Background: an optimization exercise with open tools, aiming at small area and a short achievable clock period. Do not read the settings as production practice.
In this exercise RTL edits were held to simulation tests only and were not proved equivalent to the original.
Power is estimated from default activity; no workload was simulated.

[design.v]
module ALU(
    input  logic [31:0] S1,
    input  logic [31:0] S2,
    input  logic [3:0]  ControlUnit,
    output logic [31:0] OUT
);
    always @(*) begin
        case(ControlUnit)
            4'b0000: OUT = S1 + S2;                                		 
            4'b1000: OUT = S1 - S2;                                		 
            4'b0001: OUT = S1 << S2[4:0];                          		 
            4'b0010: OUT = ($signed(S1) < $signed(S2)) ? 32'd1 : 32'd0;  
            4'b0011: OUT = (S1 < S2) ? 32'd1 : 32'd0;              		 
            4'b0100: OUT = S1 ^ S2;                                		 
            4'b0101: OUT = S1 >> S2[4:0];                          		 
            4'b1101: OUT = $signed(S1) >>> S2[4:0];                		 
            4'b0110: OUT = S1 | S2;                                		 
            4'b0111: OUT = S1 & S2;                                		 
            default: OUT = 32'b0;
        endcase
    end
endmodule
module ImmGen (
    input  logic [31:0] instruction,
    output logic [31:0] imm_out
);
    logic [6:0] opcode;
    logic [2:0] funct3;
    logic [6:0] funct7;
    assign opcode = instruction[6:0];
    assign funct3 = instruction[14:12];
    assign funct7 = instruction[31:25];
    always_comb begin
        case (opcode)
            7'b0010011,  
            7'b0000011:  
                imm_out = {{20{instruction[31]}}, instruction[31:20]};  
            7'b0010011: begin
                case (funct3)
                    3'b001, 3'b101:  
                        imm_out = {27'b0, instruction[24:20]};  
                    default:
                        imm_out = {{20{instruction[31]}}, instruction[31:20]};
                endcase
            end
            default:
                imm_out = 32'b0;
        endcase
    end
endmodule
module ProgramCounter (
    input  logic        clk,
    input  logic        reset,
    output logic [31:0] pc
);
    always_ff @(posedge clk or posedge reset) begin
        if (reset) begin
            pc <= 32'b0;             
        end else begin
            pc <= pc + 32'd4;        
        end
    end
endmodule
module RegisterUnit (
    input  logic        clk,
    input  logic        reset,
    input  logic        RegWrite,
    input  logic [4:0]  rs1, rs2, rd,
    input  logic [31:0] WriteData,
    output logic [31:0] ReadData1, ReadData2
);
    logic [31:0] regs [31:0];
    assign ReadData1 = (rs1 == 5'd0) ? 32'b0 : regs[rs1];
    assign ReadData2 = (rs2 == 5'd0) ? 32'b0 : regs[rs2];
    always_ff @(posedge clk or posedge reset) begin
        if (reset) begin
            integer i;
            for (i = 0; i < 32; i++) begin
                regs[i] <= 32'b0;
            end
				regs[1] <= 32'd12;
				regs[2] <= 32'd6;
				regs[4] <= 32'd20;
        end else if (RegWrite && (rd != 5'd0)) begin
            regs[rd] <= WriteData;
        end
    end
endmodule
module hexa (
		output wire [6:0] seg1, seg2, seg3, seg4, seg5, seg6,
		output wire [7:0] leds,
		input wire [31:0] binary
);
assign seg1 = (binary[3:0] == 4'b0000) ? 7'b1000000 :  
              (binary[3:0] == 4'b0001) ? 7'b1111001 :  
              (binary[3:0] == 4'b0010) ? 7'b0100100 :  
              (binary[3:0] == 4'b0011) ? 7'b0110000 :  
              (binary[3:0] == 4'b0100) ? 7'b0011001 :  
              (binary[3:0] == 4'b0101) ? 7'b0010010 :  
              (binary[3:0] == 4'b0110) ? 7'b0000010 :  
              (binary[3:0] == 4'b0111) ? 7'b1111000 :  
              (binary[3:0] == 4'b1000) ? 7'b0000000 :  
              (binary[3:0] == 4'b1001) ? 7'b0010000 :  
              (binary[3:0] == 4'b1010) ? 7'b0001000 :  
              (binary[3:0] == 4'b1011) ? 7'b0000011 :  
              (binary[3:0] == 4'b1100) ? 7'b1000110 :  
              (binary[3:0] == 4'b1101) ? 7'b0100001 :  
              (binary[3:0] == 4'b1110) ? 7'b0000110 :  
              (binary[3:0] == 4'b1111) ? 7'b0001110 :  
                                         7'b1111111 ;  
assign seg2 = (binary[7:4] == 4'b0000) ? 7'b1000000 :  
              (binary[7:4] == 4'b0001) ? 7'b1111001 :  
              (binary[7:4] == 4'b0010) ? 7'b0100100 :  
              (binary[7:4] == 4'b0011) ? 7'b0110000 :  
              (binary[7:4] == 4'b0100) ? 7'b0011001 :  
              (binary[7:4] == 4'b0101) ? 7'b0010010 :  
              (binary[7:4] == 4'b0110) ? 7'b0000010 :  
              (binary[7:4] == 4'b0111) ? 7'b1111000 :  
              (binary[7:4] == 4'b1000) ? 7'b0000000 :  
              (binary[7:4] == 4'b1001) ? 7'b0010000 :  
              (binary[7:4] == 4'b1010) ? 7'b0001000 :  
              (binary[7:4] == 4'b1011) ? 7'b0000011 :  
              (binary[7:4] == 4'b1100) ? 7'b1000110 :  
              (binary[7:4] == 4'b1101) ? 7'b0100001 :  
              (binary[7:4] == 4'b1110) ? 7'b0000110 :  
              (binary[7:4] == 4'b1111) ? 7'b0001110 :  
                                         7'b1111111 ;  
assign seg3 = (binary[11:8] == 4'b0000) ? 7'b1000000 :  
              (binary[11:8] == 4'b0001) ? 7'b1111001 :  
              (binary[11:8] == 4'b0010) ? 7'b0100100 :  
              (binary[11:8] == 4'b0011) ? 7'b0110000 :  
              (binary[11:8] == 4'b0100) ? 7'b0011001 :  
              (binary[11:8] == 4'b0101) ? 7'b0010010 :  
              (binary[11:8] == 4'b0110) ? 7'b0000010 :  
              (binary[11:8] == 4'b0111) ? 7'b1111000 :  
              (binary[11:8] == 4'b1000) ? 7'b0000000 :  
              (binary[11:8] == 4'b1001) ? 7'b0010000 :  
              (binary[11:8] == 4'b1010) ? 7'b0001000 :  
              (binary[11:8] == 4'b1011) ? 7'b0000011 :  
              (binary[11:8] == 4'b1100) ? 7'b1000110 :  
              (binary[11:8] == 4'b1101) ? 7'b0100001 :  
              (binary[11:8] == 4'b1110) ? 7'b0000110 :  
              (binary[11:8] == 4'b1111) ? 7'b0001110 :  
                                         7'b1111111 ;  
assign seg4 = (binary[15:12] == 4'b0000) ? 7'b1000000 :  
              (binary[15:12] == 4'b0001) ? 7'b1111001 :  
              (binary[15:12] == 4'b0010) ? 7'b0100100 :  
              (binary[15:12] == 4'b0011) ? 7'b0110000 :  
              (binary[15:12] == 4'b0100) ? 7'b0011001 :  
              (binary[15:12] == 4'b0101) ? 7'b0010010 :  
              (binary[15:12] == 4'b0110) ? 7'b0000010 :  
              (binary[15:12] == 4'b0111) ? 7'b1111000 :  
              (binary[15:12] == 4'b1000) ? 7'b0000000 :  
              (binary[15:12] == 4'b1001) ? 7'b0010000 :  
              (binary[15:12] == 4'b1010) ? 7'b0001000 :  
              (binary[15:12] == 4'b1011) ? 7'b0000011 :  
              (binary[15:12] == 4'b1100) ? 7'b1000110 :  
              (binary[15:12] == 4'b1101) ? 7'b0100001 :  
              (binary[15:12] == 4'b1110) ? 7'b0000110 :  
              (binary[15:12] == 4'b1111) ? 7'b0001110 :  
                                         7'b1111111 ;  
assign seg5 = (binary[19:16] == 4'b0000) ? 7'b1000000 :  
              (binary[19:16] == 4'b0001) ? 7'b1111001 :  
              (binary[19:16] == 4'b0010) ? 7'b0100100 :  
              (binary[19:16] == 4'b0011) ? 7'b0110000 :  
              (binary[19:16] == 4'b0100) ? 7'b0011001 :  
              (binary[19:16] == 4'b0101) ? 7'b0010010 :  
              (binary[19:16] == 4'b0110) ? 7'b0000010 :  
              (binary[19:16] == 4'b0111) ? 7'b1111000 :  
              (binary[19:16] == 4'b1000) ? 7'b0000000 :  
              (binary[19:16] == 4'b1001) ? 7'b0010000 :  
              (binary[19:16] == 4'b1010) ? 7'b0001000 :  
              (binary[19:16] == 4'b1011) ? 7'b0000011 :  
              (binary[19:16] == 4'b1100) ? 7'b1000110 :  
              (binary[19:16] == 4'b1101) ? 7'b0100001 :  
              (binary[19:16] == 4'b1110) ? 7'b0000110 :  
              (binary[19:16] == 4'b1111) ? 7'b0001110 :  
                                         7'b1111111 ;  
assign seg6 = (binary[23:20] == 4'b0000) ? 7'b1000000 :  
              (binary[23:20] == 4'b0001) ? 7'b1111001 :  
              (binary[23:20] == 4'b0010) ? 7'b0100100 :  
              (binary[23:20] == 4'b0011) ? 7'b0110000 :  
              (binary[23:20] == 4'b0100) ? 7'b0011001 :  
              (binary[23:20] == 4'b0101) ? 7'b0010010 :  
              (binary[23:20] == 4'b0110) ? 7'b0000010 :  
              (binary[23:20] == 4'b0111) ? 7'b1111000 :  
              (binary[23:20] == 4'b1000) ? 7'b0000000 :  
              (binary[23:20] == 4'b1001) ? 7'b0010000 :  
              (binary[23:20] == 4'b1010) ? 7'b0001000 :  
              (binary[23:20] == 4'b1011) ? 7'b0000011 :  
              (binary[23:20] == 4'b1100) ? 7'b1000110 :  
              (binary[23:20] == 4'b1101) ? 7'b0100001 :  
              (binary[23:20] == 4'b1110) ? 7'b0000110 :  
              (binary[23:20] == 4'b1111) ? 7'b0001110 :  
                                         7'b1111111 ;  
assign leds = binary[31:24];
endmodule
module ControlUnit (
    input  logic [6:0] opcode,
    input  logic [2:0] funct3,
    input  logic [6:0] funct7,
    output logic [3:0] ALUctrl,
    output logic       ALUSrc,
    output logic       RegWrite,
    output logic       MemRead,
    output logic       MemWrite,
    output logic       MemToReg
);
    always_comb begin
        RegWrite = (opcode == 7'b0110011) || (opcode == 7'b0010011);
        ALUSrc   = (opcode == 7'b0010011) || (opcode == 7'b0000011) || (opcode == 7'b0100011);
        MemRead  = (opcode == 7'b0000011);
        MemWrite = (opcode == 7'b0100011);
        MemToReg = (opcode == 7'b0000011);
    end
    always_comb begin
        unique case (opcode)
            7'b0110011: begin
                case (funct3)
                    3'b000: ALUctrl = (funct7 == 7'b0100000) ? 4'b1000 : 4'b0000;  
                    3'b001: ALUctrl = 4'b0001;  
                    3'b010: ALUctrl = 4'b0010;  
                    3'b011: ALUctrl = 4'b0011;  
                    3'b100: ALUctrl = 4'b0100;  
                    3'b101: ALUctrl = (funct7 == 7'b0100000) ? 4'b1101 : 4'b0101;  
                    3'b110: ALUctrl = 4'b0110;  
                    3'b111: ALUctrl = 4'b0111;  
                    default: ALUctrl = 4'b0000;
                endcase
            end
            7'b0010011: begin
                case (funct3)
                    3'b000: ALUctrl = 4'b0000;  
                    3'b010: ALUctrl = 4'b0010;  
                    3'b011: ALUctrl = 4'b0011;  
                    3'b100: ALUctrl = 4'b0100;  
                    3'b110: ALUctrl = 4'b0110;  
                    3'b111: ALUctrl = 4'b0111;  
                    3'b001: ALUctrl = 4'b0001;  
                    3'b101: ALUctrl = (funct7 == 7'b0100000) ? 4'b1101 : 4'b0101;  
                    default: ALUctrl = 4'b0000;
                endcase
            end
            7'b0000011,  
            7'b0100011: begin  
                ALUctrl = 4'b0000;  
            end
            default: ALUctrl = 4'b0000;  
        endcase
    end
endmodule
module processor (
    input  logic        clk,
    input  logic        reset,
    output logic [31:0] pc,
    input  logic [31:0] instruction,
    output logic        wb_we,
    output logic [4:0]  wb_rd,
    output logic [31:0] wb_data,
    output wire  [6:0]  display1, display2, display3, display4, display5, display6
);
    ProgramCounter PC_inst (
        .clk(clk),
        .reset(reset),
        .pc(pc)
    );
    logic [6:0] opcode;
    logic [4:0] rd;
    logic [2:0] funct3;
    logic [4:0] rs1;
    logic [4:0] rs2;
    logic [6:0] funct7;
    assign opcode = instruction[6:0];
    assign rd     = instruction[11:7];
    assign funct3 = instruction[14:12];
    assign rs1    = instruction[19:15];
    assign rs2    = instruction[24:20];
    assign funct7 = instruction[31:25];
    hexa show_display(
        .seg1(display1),
        .seg2(display2),
        .seg3(display3),
        .seg4(display4),
        .seg5(display5),
        .seg6(display6),
        .leds(),
        .binary({27'b0, rd})
    );
    logic [3:0] alu_ctrl;
    logic       ALUSrc;       
    logic       RegWrite;     
    logic       MemRead;      
    logic       MemWrite;     
    logic       MemToReg;     
    ControlUnit CU (
        .opcode(opcode),
        .funct3(funct3),
        .funct7(funct7),
        .ALUctrl(alu_ctrl),
        .ALUSrc(ALUSrc),
        .RegWrite(RegWrite),
        .MemRead(MemRead),
        .MemWrite(MemWrite),
        .MemToReg(MemToReg)
    );
    logic [31:0] reg_data1, reg_data2;
    logic [31:0] WriteData;
    RegisterUnit RF (
        .clk(clk),
        .reset(reset),
        .RegWrite(RegWrite),
        .rs1(rs1),
        .rs2(rs2),
        .rd(rd),
        .WriteData(WriteData),
        .ReadData1(reg_data1),
        .ReadData2(reg_data2)
    );
    logic [31:0] imm_out;
    ImmGen immGen_inst (
        .instruction(instruction),
        .imm_out(imm_out)
    );
    logic [31:0] ALU_in2;
    assign ALU_in2 = (ALUSrc) ? imm_out : reg_data2;
    logic [31:0] alu_result;
    ALU ALU_inst (
        .S1(reg_data1),
        .S2(ALU_in2),
        .ControlUnit(alu_ctrl),
        .OUT(alu_result)
    );
    assign WriteData = alu_result;
    assign wb_we   = RegWrite;
    assign wb_rd   = rd;
    assign wb_data = alu_result;
endmodule
[constraint.sdc]
create_clock -name core_clock -period 13.0 [get_ports {clk}]
set_input_delay 2.6000 -clock core_clock [delete_from_list [all_inputs] [get_ports {clk}]]
set_output_delay 2.6000 -clock core_clock [all_outputs]
set_load 0.01 [all_outputs]
[config.mk]
export PLATFORM = sky130hd
export DESIGN_NAME = processor
export DESIGN_NICKNAME = processor
export VERILOG_FILES = /design/flow/design.v
export SDC_FILE = /design/flow/constraint.sdc
export NUM_CORES = 4
export LEC_CHECK = 0
export CAP_MARGIN = 20
export CORE_MARGIN = 2
export CORE_UTILIZATION = 30
export SETUP_SLACK_MARGIN = 0.5
export SLEW_MARGIN = 20
[run.sh]
#!/bin/bash
# synth_recipe.tcl (not shown) runs the flow's synth.tcl, then flattens the netlist and writes it again
# the make line also repeats each setting of config.mk as NAME=value (left out here)
make -C /OpenROAD-flow-scripts/flow DESIGN_CONFIG=/design/flow/config.mk WORK_HOME=/design/flow/orfs CLKGATE_MAP_FILE= SYNTH_SCRIPT=/design/flow/synth_recipe.tcl finish
==> run notes <==
Run status -> timing/DRC/antenna clean
Synth Cell Area -> 0.0612 mm2
Worst Max-Slew Pin Slew -> 1.24 ns
I/O pin count -> 146
Peak supply drop -> 106 uV
Syn Area/Cell -> 8.40 um2
First-pass GRT wire length -> 513 mm
Clock sink count -> 1,022
Max stage delay cell, worst path -> nor4_1
Layout overhead on the synthesized area -> 17.6%
Logic gate share of total power -> 0.126
Number of setup violations in the final report -> 0
Most frequent CP cell -> buf_4
Die Area -> 0.208 mm2
Post-Place Cells -> 9,850
Fmax -> 0.0799 GHz
Worst Hold Class -> flop to flop
H-tree depth -> 3
Setup TNS Final -> 0 ns
Crit path kind -> input port to output port
P_sw -> 2.25 mW
Layout cell share with drive strength beyond 1 -> 0.133
CP arrival -> 9.92 ns
Leak Pwr -> 32.6 nW
DRT iter0 DRCs -> 11,885
Post-synth cell types -> 115
Vias per cell -> 6.66
Initial core utilization -> 0.302
Post-synth EDFFs -> 0
#FFs+latches synth -> 1,022
Pre-CTS setup slack -> 0.106 ns
RSZ-0062 raised after global routing -> false
Cell Int Power -> 5.52 mW
Post-layout util -> 0.356
GRT Residual Overflow -> 0
Post-DRT Antenna Nets -> 0
Switching part of the total -> 0.290
DP Area -> 0.0675 mm2
DRC viols -> 0
GRT Total Usage -> 0.347
# port buffers -> 112
Vias in the first global route -> 62,515
Die W -> 456 um
Most frequent cells in the layout -> dfrtp_1 (1,016), a21oi_1 (922), nor2_1 (889), nand2_1 (542), and3_1 (501)
Relative slew slack -> 0.171
Worst-Skew Late Latency -> 0.77 ns
Layout filler cell count -> 20,691
Root Buffer -> clkbuf_16
CTS buffer count -> 108
Most common cell after layout, fill and taps aside -> dfrtp_1
DP HPWL -> 250 mm
Largest net degree at the start of global routing -> 172
Worst setup SP type -> input port
Cell Count, Final, Fillers Out -> 10,130
Area of the multi-input gates -> 0.0329 mm2
Worst setup EP type -> output port
WP data required -> 10.40 ns
Most used DFF post-synth -> dfrtp_1
Synth warn -> 6
Detailed Routing Iterations Pass 1 -> 13
Final hold vios -> 0
Hold buffer count at cts -> 0
Final WS setup -> 0.478 ns
Maxcap violations -> 0
Max stage delay on crit path -> 0.71 ns
Vias -> 67,448
Cell area power density -> 108 mW/mm2
Clk slew on worst S/H paths -> 0.07 ns
Final min period -> 12.52 ns
Row count -> 165
Core area -> 0.203 mm2
CP max FO -> 21
Power share of the clock group -> 0.447
DR WL/cell -> 37.1 um
Final Skew -> 0.0455 ns
Nets -> 7,467
Gate Count Post-Synth -> 7,283
TritonCTS clock tree -> yes
Ys async rst share -> 1.00
GPL Wtd Cong -> 1.06
Sequential share of the synthesized area -> 0.418
Sequential share of power -> 0.428
Final period utilization -> 0.963
Clock buffer depth -> 3
Die Y -> 456 um
Post-Route WL -> 376 mm
Design Area, Final -> 0.0720 mm2
Seq. cell area -> 0.0256 mm2
Initial antenna violation count -> 41
Slew Viols, Final -> 0
-- kinds of logic after synthesis --
| logic type | count (synthesis) | synth area share |
|---|---|---|
| flops | 1022 | 0.418 |
| fa+ha+maj | 104 | 0.0215 |
| simple gates | 2718 | 0.215 |
| compound gates | 2390 | 0.256 |
| other cells | 2 | 0.000123 |
| xor+xnor | 48 | 0.00687 |
| mux | 108 | 0.0202 |
| buf+inv | 891 | 0.0620 |
-- critical path: cells and delay by family --
family	cells	cell delay (ns)
AO/OA/AOI/OAI	12	2.94
buffers and inverters	10	2.45
adder cells (fa/ha/maj)	1	0.43
AND/OR/NAND/NOR	3	1.41
-- power groups by stage --
stage | Combinational (mW) | Clock [mW] | Sequential (mW)
2_1_floorplan | 0.477 | 0 | 3.35
3_3_place_gp | 0.911 | 0 | 3.38
3_5_place_dp | 0.914 | 0 | 3.38
4_1_cts | 0.919 | 3.47 | 3.32
5_1_grt | 1.00 | 3.59 | 3.33
6_report | 0.976 | 3.47 | 3.32
-- per-layer routing --
layer / wire [um] / global-route usage
met1: 136000 / 0.426
met2: 150000 / 0.486
met3: 57600 / 0.155
met4: 31900 / 0.230
met5: 152 / 0
-- worst paths after layout --
check | from | to | slack [ns] | cells past startpoint
min in group asynchronous | reset | PC_inst.pc[29]$_DFF_PP0_ | 2.30 | 2
worst max-delay path | instruction[17] | wb_data[0] | 0.48 | 26
worst min register to register | PC_inst.pc[31]$_DFF_PP0_ | PC_inst.pc[31]$_DFF_PP0_ | 0.48 | 1
worst max register to register | RF.regs[28][13]$_DFFE_PP0P_ | RF.regs[21][30]$_DFFE_PP0P_ | 6.49 | 23
max in group asynchronous | reset | RF.regs[1][10]$_DFFE_PP0P_ | 7.74 | 5
worst min-delay path | PC_inst.pc[31]$_DFF_PP0_ | PC_inst.pc[31]$_DFF_PP0_ | 0.48 | 1
-- state kept, by name, summed over array words and instances (netlist names) --
register    flops
PC_inst.pc     30
RF.regs       992
-- synthesized netlist by cell type, drive strengths merged (25+ instances only) --
| cell | instances | area, um2 |
|---|---|---|
| xnor2 | 37 | 324 |
| nor4 | 30 | 200 |
| inv | 154 | 578 |
| nand3b | 32 | 251 |
| o31ai | 41 | 308 |
| mux2i | 63 | 631 |
| a211oi | 44 | 340 |
| and4 | 27 | 236 |
| a22oi | 340 | 2560 |
| o211ai | 48 | 360 |
| ha | 101 | 1260 |
| o221ai | 30 | 263 |
| nand2 | 550 | 2070 |
| o21ai | 330 | 1650 |
| nor2 | 966 | 3650 |
| o22ai | 25 | 156 |
| nand4 | 143 | 895 |
| mux2 | 36 | 405 |
| clkbuf | 480 | 1800 |
| nor3 | 71 | 365 |
| a222oi | 31 | 310 |
| a21oi | 933 | 4690 |
| a2111oi | 155 | 1390 |
| and3 | 503 | 3150 |
| buf | 254 | 1410 |
| a22o | 76 | 666 |
| nand3 | 235 | 1180 |
| dfrtp | 1016 | 25400 |
| a31oi | 28 | 190 |
| a221oi | 110 | 993 |
-- area by class of cell --
type	count	share of cell area
clock inverter	58	0.0118
inverter	157	0.00824
timing repair buffer	639	0.0783
antenna	34	0.00118
sequential	1022	0.355
tap	2672	0.0464
multi-input combinational	5402	0.456
clock buffer	146	0.0424
-- through the flow --
stage	hold slack [ns]	power, mW
after floorplan	0.455	3.83
after global placement	0.469	4.29
after detailed placement	0.463	4.29
after CTS	0.479	7.71
after global routing	0.499	7.91
final	0.479	7.77
-- what timing repair did --
action / in CTS / in global routing
setup endpoints to repair: 4 / 14
gates cloned: 1 / 0
pin swaps: 4 / 10
buffers inserted: 12 / 27
resized for setup: 3 / 21

## separate check: timing with driven ports
Ports are ideal in the flow. The routed layout listed here was re-timed in OpenROAD.
Step 1 (the two cells are an assumption about what drives the block):
set clk [get_ports {clk}]
set_driving_cell -lib_cell sky130_fd_sc_hd__clkbuf_16 $clk
set_driving_cell -lib_cell sky130_fd_sc_hd__buf_2 [delete_from_list [all_inputs] $clk]
Step 2, shift: input delay + t, output delay - t, t = (earliest + latest rising clock arrival at the registers) / 2. This alone moves slack from input paths to output paths.
Three values: no drivers, after step 1, after step 2; two values: the first two.
shift t [ns]: 0.837
slack for setup (ns): 0.478 / 0.445 / 0.445
worst slew at a driven data input, ns: 0.09
After both steps this run still meets setup and hold. The setup slack of this run moves by -0.033 ns with the drivers and by -0.033 ns with both steps.
